Source: an optimization exercise on an open RTL-to-GDS flow (aim: small area). Production flows keep margins and buffers that such runs may drop.
Function was checked by simulation only, so behaviour that the tests miss may differ from the original.
Power and IR drop assume default switching activity.

## flow/config.mk

```make
export PLATFORM = sky130hd
export DESIGN_NAME = Index
export DESIGN_NICKNAME = Index
export VERILOG_FILES = /design/flow/design.v
export SDC_FILE = /design/flow/constraint.sdc
export NUM_CORES = 4
export LEC_CHECK = 0
export CAP_MARGIN = 20
export CORE_MARGIN = 2
export CORE_UTILIZATION = 40
export SLEW_MARGIN = 20
```

## flow/constraint.sdc

```tcl
create_clock -name core_clock -period 10.0 [get_ports {clock}]
set_input_delay 2.0000 -clock core_clock [delete_from_list [all_inputs] [get_ports {clock}]]
set_output_delay 2.0000 -clock core_clock [all_outputs]
set_load 0.01 [all_outputs]
```

## flow/design.v

```verilog
module Index
#(
  parameter CincoSegundos = 500000,  
  parameter UmSegundo = 100,      
  parameter MeioSegundo = 50      
)
(
  input reset, clock,
  input [1:0] Nivel_Jogo,
  input Modo_Jogo,
  input Iniciar_Jogo,
  input Bot_Ultima_Sequencia,
  input Bot_Vermelho, Bot_Azul, Bot_Amarelo, Bot_Verde,
  output reg [2:0] Led_RGB,
  output [2:0] Fase
);
  localparam [63:0] SIMON = 64'b1110001001101000110010001011110110100011111000101110011110010111;
  function automatic [5:0] nx6(input [5:0] q);
    nx6 = {q[4:0], ~(q[5] ^ q[4])};
  endfunction
  function automatic [5:0] code6(input integer k);
    integer i;
    code6 = 6'd0;
    for (i = 0; i < k; i = i + 1) code6 = nx6(code6);
  endfunction
  function automatic [18:0] nx19(input [18:0] q);
    nx19 = {q[17:0], ~(q[18] ^ q[17] ^ q[16] ^ q[13])};
  endfunction
  localparam [18:0] C19_55     = 19'b0011110001010010001;
  localparam [18:0] C19_100    = 19'b1001001101010010011;
  localparam [18:0] C19_500000 = 19'b1010110100010010111;
  localparam [5:0]  C6_50 = code6(MeioSegundo);
  reg [2:0]  estado;
  reg        exib, copia, acerto;
  reg [1:0]  nivel;           
  reg [5:0]  aux, atual;      
  reg [5:0]  cms;             
  reg [18:0] cnt;             
  reg [63:0] seq;
  assign Fase = estado;
  wire st0 = estado == 3'd0;
  wire st1 = estado == 3'd1;
  wire st2 = estado == 3'd2;
  wire st3 = estado == 3'd3;
  wire st4 = estado == 3'd4;
  wire st5 = estado == 3'd5;
  wire st6 = estado == 3'd6;
  wire st7 = estado == 3'd7;
  wire [31:0] dec;
  genvar g;
  generate for (g = 0; g < 32; g = g + 1) begin : g_dec
    assign dec[g] = (aux == code6(g));
  end endgenerate
  reg [1:0] col;
  integer j;
  always @* begin
    col = 2'b00;
    for (j = 0; j < 32; j = j + 1)
      col = col | ({2{dec[j]}} & seq[2*j +: 2]);
  end
  function automatic [2:0] ledcol(input [1:0] c);
    case (c)
      2'b00: ledcol = 3'b011;
      2'b01: ledcol = 3'b110;
      2'b10: ledcol = 3'b001;
      default: ledcol = 3'b101;
    endcase
  endfunction
  wire btn = Bot_Vermelho | Bot_Azul | Bot_Amarelo | Bot_Verde;
  wire [1:0] bcol = Bot_Vermelho ? 2'b00 : Bot_Azul ? 2'b01 : Bot_Amarelo ? 2'b10 : 2'b11;
  wire inr    = aux != nx6(atual);            
  wire t100   = cnt == C19_100;
  wire t5     = cnt == C19_500000;
  wire cmsok  = cms == C6_50;
  wire eqat   = aux == atual;
  wire eqmax  = (nivel == 2'd0) ? (aux == code6(8))  :
                (nivel == 2'd1) ? (aux == code6(16)) :
                (nivel == 2'd2) ? (aux == code6(20)) : (aux == code6(32));
  wire go    = st0 & Iniciar_Jogo & ~exib;
  wire rep   = st0 & ~go & (Bot_Ultima_Sequencia | exib);
  wire disp  = (rep | (st2 & cmsok)) & inr;
  wire fim2  = st2 & cmsok & ~inr;
  wire wr    = st3 & btn;
  wire ok5   = st5 & acerto;
  always @(posedge clock) begin
    if (reset) estado <= 3'd0;
    else case (estado)
      3'd0: estado <= go ? 3'd1 : 3'd0;
      3'd1: estado <= Modo_Jogo ? 3'd3 : 3'd2;
      3'd2: estado <= fim2 ? 3'd4 : 3'd2;
      3'd3: estado <= btn ? (cmsok ? 3'd4 : 3'd3) : (t5 ? 3'd6 : 3'd3);
      3'd4: estado <= btn ? 3'd5 : (t5 ? 3'd6 : 3'd4);
      3'd5: estado <= ~acerto ? 3'd6 : eqmax ? 3'd7 : eqat ? (copia ? 3'd3 : 3'd2) : 3'd4;
      default: estado <= 3'd0;
    endcase
    if (reset | st1) Led_RGB <= 3'b111;
    else if (st6) Led_RGB <= 3'b010;
    else if (st7) Led_RGB <= 3'b000;
    else if (st2 & ~cmsok) Led_RGB <= 3'b100;
    else if (disp) Led_RGB <= ledcol(col);
    else if (st3) Led_RGB <= btn ? ledcol(bcol) : 3'b111;
    exib <= ~reset & rep & inr;
    acerto <= bcol == col;
    if (st1) begin
      copia <= Modo_Jogo;
      nivel <= Modo_Jogo ? 2'd3 : Nivel_Jogo;
    end
    if (reset | st1 | fim2) aux <= 6'd0;
    else if ((disp & t100) | (ok5 & ~eqmax & ~eqat)) aux <= nx6(aux);
    if (reset | st1) atual <= 6'd0;
    else if (ok5 & ~eqmax & eqat) atual <= nx6(atual);
    if (reset) cnt <= 19'd0;
    else if ((disp & ~t100) | ((st3 | st4) & ~btn & ~t5)) cnt <= nx19(cnt);
    else if (fim2) cnt <= C19_55;
    else cnt <= 19'd0;
    if (st1 | fim2) cms <= 6'd0;
    else if ((st2 | st3) & ~cmsok) cms <= nx6(cms);
    if (reset) seq <= 64'd0;
    else if (st1 & ~Modo_Jogo) seq <= SIMON;
    else if (wr)
      for (j = 0; j < 32; j = j + 1)
        if (dec[j]) seq[2*j +: 2] <= bcol;
  end
endmodule
```

## flow/run.sh

```bash
#!/bin/bash
# synth_recipe.tcl (not shown) runs the flow's synth.tcl, then flattens the netlist and writes it again
# the make line also repeats each setting of config.mk as NAME=value (left out here)
make -C /OpenROAD-flow-scripts/flow DESIGN_CONFIG=/design/flow/config.mk WORK_HOME=/design/flow/orfs CLKGATE_MAP_FILE= SYNTH_SCRIPT=/design/flow/synth_recipe.tcl finish
```

==> impl_metrics.csv <==
group,metric,value,unit
sta,whs,0.4578,ns
sta,worstMarginPinSlew,0.9508,ns
die,num_io_pins,17,
power_and_ir_drop,p_sw,0.2621,mW
drt,drtAntennaViolNets,0,
sta,hold_viol_final,0,
clocking,cts_setup_buffers,0,
synthesis,post-synth-top-area-cell,"dfxtp_1",
setup_path,worst-path-max-fanout,13,
sta,fmax,217.4,MHz
synthesis,mappedNetlistArea,0.005724,mm^2
die,core_region_area,0.01393,mm^2
final_layout,finalNetCount,661,
sta,finalClockSkew,0.01252,ns
job,cap_violations,0,
clocking,worstSkewPairLatency,0.36,ns
drt,drt_iter0_drc,339,
sta,finalCriticalPeriod,4.599,ns
power_and_ir_drop,p_total,0.9638,mW
synthesis,yosys_warnings,1,
power_and_ir_drop,max-vdd-ir-drop,0.08429,mV
power_and_ir_drop,internal-power,0.7017,mW
placed_design,dp.cells,814,
global_route,grt_start_max_net_pins,44,
global_route,overflow,0,
power_and_ir_drop,power.leakage,2.271,nW
synthesis,syn-instance-count,655,
clocking,cts_htree_levels,3,
drt,dr_total_vias,4814,
final_layout,mostFrequentLayoutCells,"dfxtp_1 (109), mux2i_1 (64), nand2_1 (62), a21oi_1 (62), nor2_1 (57)",
power_and_ir_drop,clkPwrFrac,37.5,%
sta,setup_viol,0,
final_layout,nFillCells,1355,
drt,via_per_inst,5.800,
final_layout,regArea,0.002272,mm^2
die,die_x,123.6,um
synthesis,ys_seq_area_share,39.69,%
outcome,status,"finished clean",
synthesis,ys_ff_latch,112,
sta,drv_slew,0,
setup_path,worst_ep_arrival_time,4.82,ns
setup_path,cp.required,10.22,ns
final_layout,antenna_cells,0,
drt,drc,0,
final_layout,drive_above_1_share,7.385,%
synthesis,ys.flop_type,"dfxtp_1",
power_and_ir_drop,comb_power_share,10.9,%
clocking,cts_sinks,112,
synthesis,async_flop_share,0,%
clocking,cts_buffers,9,
die,fp.dieH,123.6,um
setup_path,worstSetupPathType,"input pin to flop",
sta,timing.setup.tns,0,ns
synthesis,synth_area_leaders,"dfxtp_1 (38%), mux2i_1 (11%), a21oi_1 (5.4%)",
final_layout,final-instance-count-excl-fill,830,
drt,wire_per_inst,18.17,um
placed_design,place_congestion,0.9257,
clocking,path_clk_slew,0.07,ns
synthesis,netlist.area_leader.share,38.12,%
die,fp-row-count,43,
final_layout,multi_input_area,0.003154,mm^2
clocking,cts_tree,"yes",
clocking,ctsResizeCount,0,
synthesis,avgSynthCellArea,8.739,um^2
die,die_area,0.01528,mm^2
placed_design,hpwl,10250,um
setup_path,cp-end-kind,"flop",
die,initial_core_util,41.08,%
setup_path,crit_path_start_kind,"input pin",
synthesis,synth_edf_count,3,
drt,first_pass_iters,5,
final_layout,layout.cells.most_common,"dfxtp_1",
sta,maxSlewHeadroom,36.27,%
clocking,cts_root_buf,"clkbuf_16",
clocking,cts_buffer_depth,2,
power_and_ir_drop,power.density,154.7,mW/mm^2
global_route,antenna_found_initial,1,
final_layout,area_growth,8.809,%
clocking,hold_buffers,0,
power_and_ir_drop,pwr-share-seq,51.6,%
drt,drt-total-wl,15080,um
power_and_ir_drop,switching_share,27.19,%
placed_design,io_buffer_count,16,
global_route,grt_pass1_wl,24350,um
sta,rsz0062_at_grt,"no",
min_path,hp-class,"flop to flop",
synthesis,ys_types,74,
global_route,grt_use_total,20.72,%
sta,fin_crit_sh,45.99,%
synthesis,synth_nets,671,
global_route,grt_pass1_vias,4551,
per-stage QoR:
| step | area, um^2 | util, % | setup slack, ns |
|---|---|---|---|
| finish | 6228 | 44.70 | 5.401 |
| CTS | 6228 | 44.70 | 5.496 |
| detailed placement | 5928 | 42.54 | 5.097 |
| global route | 6228 | 44.70 | 5.171 |
| floorplan | 5724 | - | 6.619 |
| global placement | 5928 | 42.54 | 5.242 |
routing by layer:
| layer | vias up | track usage, % | share of wire (%) |
|---|---|---|---|
| met4 | 2 | 7.102 | 2.3 |
| met1 | 2289 | 28.30 | 46 |
| met2 | 163 | 32.28 | 46 |
| met5 | - | 0 | 0.086 |
| met3 | 41 | 4.670 | 6.1 |
| li1 | 2319 | - | - |
power by group through the flow:
stage               Combinational [mW]  Sequential, mW  Clock, mW
finish                           0.105           0.497      0.362
global route                     0.116           0.500      0.390
CTS                              0.105           0.497      0.370
detailed placement               0.104           0.507          0
global placement                 0.101           0.505          0
floorplan                       0.0745           0.499          0
Yosys cell counts (7+ instances only):
master    number
inv_1         13
a21oi_1       62
clkbuf_1      22
nand2_1       62
a21o_1         9
nand3b_1       8
nand4_1       20
and2_1        15
xor2_1         8
xnor2_1        7
nand2b_1      11
nor2b_1        8
buf_2         12
nor3_1         9
o21ai_0       23
dfxtp_1      109
mux2i_1       64
nand3_1       27
nor2_1        58
final cells by class:
class / instances / share of cell area [%]
inverter: 13 / 0.7834
clock inverter: 6 / 0.9843
timing repair buffer: 25 / 3.656
multi-input combinational: 484 / 50.64
tap: 180 / 3.616
sequential: 112 / 36.48
clock buffer: 10 / 3.837
registers in the layout, indices dropped and copies added (netlist names):
name and flops:
Led_RGB 3, acerto 1, atual 6, aux 6, cms 6, cnt 19
copia 1, estado 3, exib 1, nivel 2, seq 64
critical path: stages:
cell and delay, ns:
clkdlybuf4s50_1 0.76, nor4_1 0.18, nor3_2 0.79, nand2_1 0.40, nor3_1 0.37, mux2i_1 0.23
a21oi_1 0.08
path summary, 6_finish.rpt:
check / to / start / slack (ns) / cells after the start
worst max-delay path: seq[43] / Bot_Vermelho / 5.40 / 7
worst min-delay path: cnt[1] / cnt[0] / 0.46 / 1
worst max register to register: acerto / aux[5] / 7.11 / 7
worst min register to register: cnt[1] / cnt[0] / 0.46 / 1
logic make-up after synthesis:
kind of cell               Yosys count  share of synthesized area (%)
and+or+nand+nor                    262                          24.72
adders and majority gates            5                          1.093
AOI/OAI and AO/OA                  135                          14.89
xor gates and xnor gates            16                          2.710
DFF                                112                          39.69
muxes                               66                          11.65
buffers and inverters               59                          5.246

re-timing with driven ports:
The results above use ideal ports. As a check the final layout listed here was re-extracted and re-timed, cells and wires unchanged. Step 1: set_driving_cell puts a clkbuf_16 on clock and a buf_2 on each other input, an assumption about the parent block. Step 2 adds t to the input delays and takes it off the output delays; t is the mean of the earliest and latest rising clock arrival at the registers after step 1. Input paths then give back, and output paths get back, about the clock's delay inside the block. Three values: ideal ports, drivers, drivers and shift; two values: the first two.
shift t [ns]: 0.398
setup WS [ns]: 5.401 / 5.420 / 5.023
worst slew at a driven data input, ns: 0.04
After both steps setup and hold are still met in this run. The setup slack of this run moves by +0.019 ns with the drivers and by -0.378 ns with both steps.
